From an optimization exercise on the open Yosys and OpenROAD flow, aimed at small area; shortcuts taken in it are not production practice. The RTL was checked by simulation tests, not by an equivalence proof against the original design. No activity file was given, so power comes from the tool's default toggle rates.

==> flow/design.v (excerpt) <==
module dac_and_adc_top (
    input clk,
    input rst_n,
    output tx,   
    output adc_cs_n,
    output adc_sclk,
    output adc_din,
    input adc_dout,
    input key_n,   
    output dac_cs_n,
    output dac_din,
    output dac_sclk
);
For scale: roughly 870 cells after synthesis, ~490 flip-flops, about 11 I/O pins, ~0.013 mm^2 of cells after synthesis.
Settings: LEC_CHECK=0, ABC_AREA=1, CAP_MARGIN=20, CORE_MARGIN=2, CORE_UTILIZATION=70, PLACE_DENSITY=0.75, SLEW_MARGIN=20; clock period 20.0 ns.
standard.sh (not shown) runs the stock make flow with config.mk's settings and CLKGATE_MAP_FILE= SYNTH_SCRIPT=/design/flow/synth_recipe.tcl, a recipe that flattens the netlist after the stock synthesis.
==> flow/flow/run.sh <==
#!/bin/bash
# The standard layout (standard.sh) with these changes:
#  * synthesis: the standard flow's synthesis script, with Yosys's abc (the mapping of
#    the logic between registers) run with flow/abc_area.script, a stronger
#    area-oriented ABC script; everything else, registers included, is as in
#    the standard synthesis;
#  * a smaller clock tree: clkbuf_8 buffers only, sink clusters of up to 20
#    flip-flops within 50 um, and no dummy loads;
#  * the input and output ports are buffered with buf_1.
# The make output goes to standard.log; ORFS keeps each step's log under
# orfs/logs.
set -euo pipefail
here=$(pwd)
export FLOW_ABC_SCRIPT="$here/flow/abc_area.script"
export CTS_ARGS="-sink_clustering_enable -repair_clock_nets -dont_use_dummy_load -buf_list {sky130_fd_sc_hd__clkbuf_8} -sink_clustering_size 20 -sink_clustering_max_diameter 50"
export BUFFER_PORTS_ARGS="-buffer_cell sky130_fd_sc_hd__buf_1"
{ head -n 1 synth_recipe.tcl; cat flow/abc_override.tcl; tail -n +2 synth_recipe.tcl; } > my_synth.tcl
sed "s|SYNTH_SCRIPT=[^ ]*|SYNTH_SCRIPT=$here/my_synth.tcl|" standard.sh > my_standard.sh
grep -q "SYNTH_SCRIPT=$here/my_synth.tcl" my_standard.sh
bash my_standard.sh > standard.log 2>&1
==> flow/flow/abc_area.script <==
strash
balance -l
resub -K 6 -l
rewrite -l
resub -K 6 -N 2 -l
refactor -l
resub -K 8 -l
balance -l
resub -K 8 -N 2 -l
rewrite -l
resub -K 10 -l
rewrite -z -l
resub -K 10 -N 2 -l
balance -l
resub -K 12 -l
refactor -z -l
resub -K 12 -N 2 -l
rewrite -z -l
balance -l
dc2
&get -n
&dch -f
&nf -p
&put
topo
dnsize -c
==> flow/flow/abc_override.tcl <==
# Run Yosys's abc with flow/abc_area.script in place of the script ORFS
# picks; every other argument (liberty, dont_use, -D, -constr) is kept.
proc abc {args} {
  set i [lsearch -exact $args -script]
  if { $i >= 0 } { set args [lreplace $args $i [expr {$i + 1}] -script $::env(FLOW_ABC_SCRIPT)] }
  yosys abc {*}$args
}
Change:
--- a/flow/flow/run.sh
+++ b/flow/flow/run.sh
@@ -13,5 +13,5 @@
 here=$(pwd)
 export FLOW_ABC_SCRIPT="$here/flow/abc_area.script"
-export CTS_ARGS="-sink_clustering_enable -repair_clock_nets -dont_use_dummy_load -buf_list {sky130_fd_sc_hd__clkbuf_8} -sink_clustering_size 20 -sink_clustering_max_diameter 50"
+export CTS_ARGS="-sink_clustering_enable -repair_clock_nets -dont_use_dummy_load -buf_list {sky130_fd_sc_hd__clkbuf_8} -sink_clustering_size 18 -sink_clustering_max_diameter 45"
 export BUFFER_PORTS_ARGS="-buffer_cell sky130_fd_sc_hd__buf_1"
 { head -n 1 synth_recipe.tcl; cat flow/abc_override.tcl; tail -n +2 synth_recipe.tcl; } > my_synth.tcl
Critical path depth does not change.
Core utilization is higher by 0.31 points.
Setup slack improves by 0.091 ns.
Die area does not change.

========
== rev 12 ==
dac_and_adc_top, a different RTL version from the one above (not shown whole).
For scale: ~490 flip-flops, about 11 I/O pins, roughly 13000 sq um of cells after synthesis.
==> flow/config.mk <==
export PLATFORM = sky130hd
export DESIGN_NAME = dac_and_adc_top
export DESIGN_NICKNAME = dac_and_adc_top
export VERILOG_FILES = /design/flow/design.v
export SDC_FILE = /design/flow/constraint.sdc
export NUM_CORES = 4
export LEC_CHECK = 0
export ABC_AREA = 1
export CAP_MARGIN = 20
export CORE_MARGIN = 2
export CORE_UTILIZATION = 80
export PLACE_DENSITY = 0.85
export SLEW_MARGIN = 20
==> flow/constraint.sdc <==
create_clock -name core_clock -period 20.0 [get_ports {clk}]
set_input_delay 4.0000 -clock core_clock [delete_from_list [all_inputs] [get_ports {clk}]]
set_output_delay 4.0000 -clock core_clock [all_outputs]
set_load 0.01 [all_outputs]
==> flow/flow/run.sh <==
#!/bin/bash
# The standard layout (standard.sh) with these changes:
#  * synthesis: the standard flow's synthesis script, with Yosys's abc (the mapping of
#    the logic between registers) run with flow/abc_area.script, a stronger
#    area-oriented ABC script; everything else, registers included, is as in
#    the standard synthesis;
#  * a smaller clock tree: clkbuf_8 buffers only, sink clusters of up to 18
#    flip-flops within 45 um, and no dummy loads;
#  * the input and output ports are buffered with buf_1.
# The make output goes to standard.log; ORFS keeps each step's log under
# orfs/logs.
set -euo pipefail
here=$(pwd)
export FLOW_ABC_SCRIPT="$here/flow/abc_area.script"
export CTS_ARGS="-sink_clustering_enable -repair_clock_nets -dont_use_dummy_load -buf_list {sky130_fd_sc_hd__clkbuf_8} -sink_clustering_size 18 -sink_clustering_max_diameter 45"
export BUFFER_PORTS_ARGS="-buffer_cell sky130_fd_sc_hd__buf_1"
{ head -n 1 synth_recipe.tcl; cat flow/abc_override.tcl; tail -n +2 synth_recipe.tcl; } > my_synth.tcl
sed "s|SYNTH_SCRIPT=[^ ]*|SYNTH_SCRIPT=$here/my_synth.tcl|" standard.sh > my_standard.sh
grep -q "SYNTH_SCRIPT=$here/my_synth.tcl" my_standard.sh
bash my_standard.sh > standard.log 2>&1
==> flow/flow/abc_area.script <==
strash
balance -l
resub -K 6 -l
rewrite -l
resub -K 6 -N 2 -l
refactor -l
resub -K 8 -l
balance -l
resub -K 8 -N 2 -l
rewrite -l
resub -K 10 -l
rewrite -z -l
resub -K 10 -N 2 -l
balance -l
resub -K 12 -l
refactor -z -l
resub -K 12 -N 2 -l
rewrite -z -l
balance -l
dc2
&get -n
&dch -f
&nf -p
&put
strash
&get -n
&dch -f
&nf -p
&put
topo
dnsize -c
Scripts as last shown in full above: flow/flow/abc_override.tcl
Rev 12 has completed all stages; timing, DRC and antenna checks passed.
The inputs of rev 13 differ from those of rev 12 as listed below.
- swapping 80 for 70 in CORE_UTILIZATION
- swapping 0.85 for 0.75 in PLACE_DENSITY
[summary]
- Both conditions hold for rev 13: the flow ran to the end and the final layout passed the timing, DRC and antenna checks.
- Global-route wire length before repair delta (rev 13 − rev 12): favourable
- Between rev 13 and rev 12, the non-clock buffer share of cell area does not differ in any meaningful way.
- Against rev 12, leakage component of the power in rev 13 rose slightly.
- Final instance area (rev 13 over rev 12): increase, about 0.37%
- Sequential portion of the cell area: rev 13 vs rev 12 down 0.28 points
- Comparing rev 13 and rev 12, the higher clock distribution area overhead in the final layout was measured on rev 13.
- Any difference in clock-pin transition on the worst setup and hold timing paths between rev 12 and rev 13 is small enough to ignore.
- Diff rev 12 -> rev 13 | post-route minimum period | decrease of 0.11 ns
- The total power of the final layout of rev 12 and that of rev 13 are within noise of each other.

[separate check: timing with driven ports]
In the flow no input, the clock included, has a driving cell. The finished layouts below were timed again as built, in two steps. Step 1: set_driving_cell puts a clkbuf_16 on clk and a buf_2 on each other input, an assumption about the parent block. Step 2, shift: input delay + t, output delay - t, t = (earliest + latest rising clock arrival at the registers) / 2. This alone moves slack from input paths to output paths. a / b / c = ideal ports / drivers / drivers and shift; a / b = the first two.
| run | t (ns) | slack for setup (ns) | hold slack, ns | clock arrival spread, ns | slew at the worst register clock pin (ns) |
|---|---|---|---|---|---|
| the first run of note 1 | 0.598 | 14.314 / 14.277 / 14.875 | 0.252 / 0.252 / 0.252 | 0.109 / 0.108 | 0.12 / 0.12 |
| the second run of note 1 | 0.548 | 14.405 / 14.365 / 14.913 | 0.309 / 0.309 / 0.309 | 0.084 / 0.084 | 0.11 / 0.11 |
| rev 12 | 0.563 | 14.212 / 14.175 / 14.738 | 0.320 / 0.320 / 0.320 | 0.072 / 0.072 | 0.12 / 0.12 |
| rev 13 | 0.552 | 14.321 / 14.280 / 14.832 | 0.304 / 0.304 / 0.304 | 0.103 / 0.103 | 0.11 / 0.11 |
After both steps every run listed still meets setup and hold.
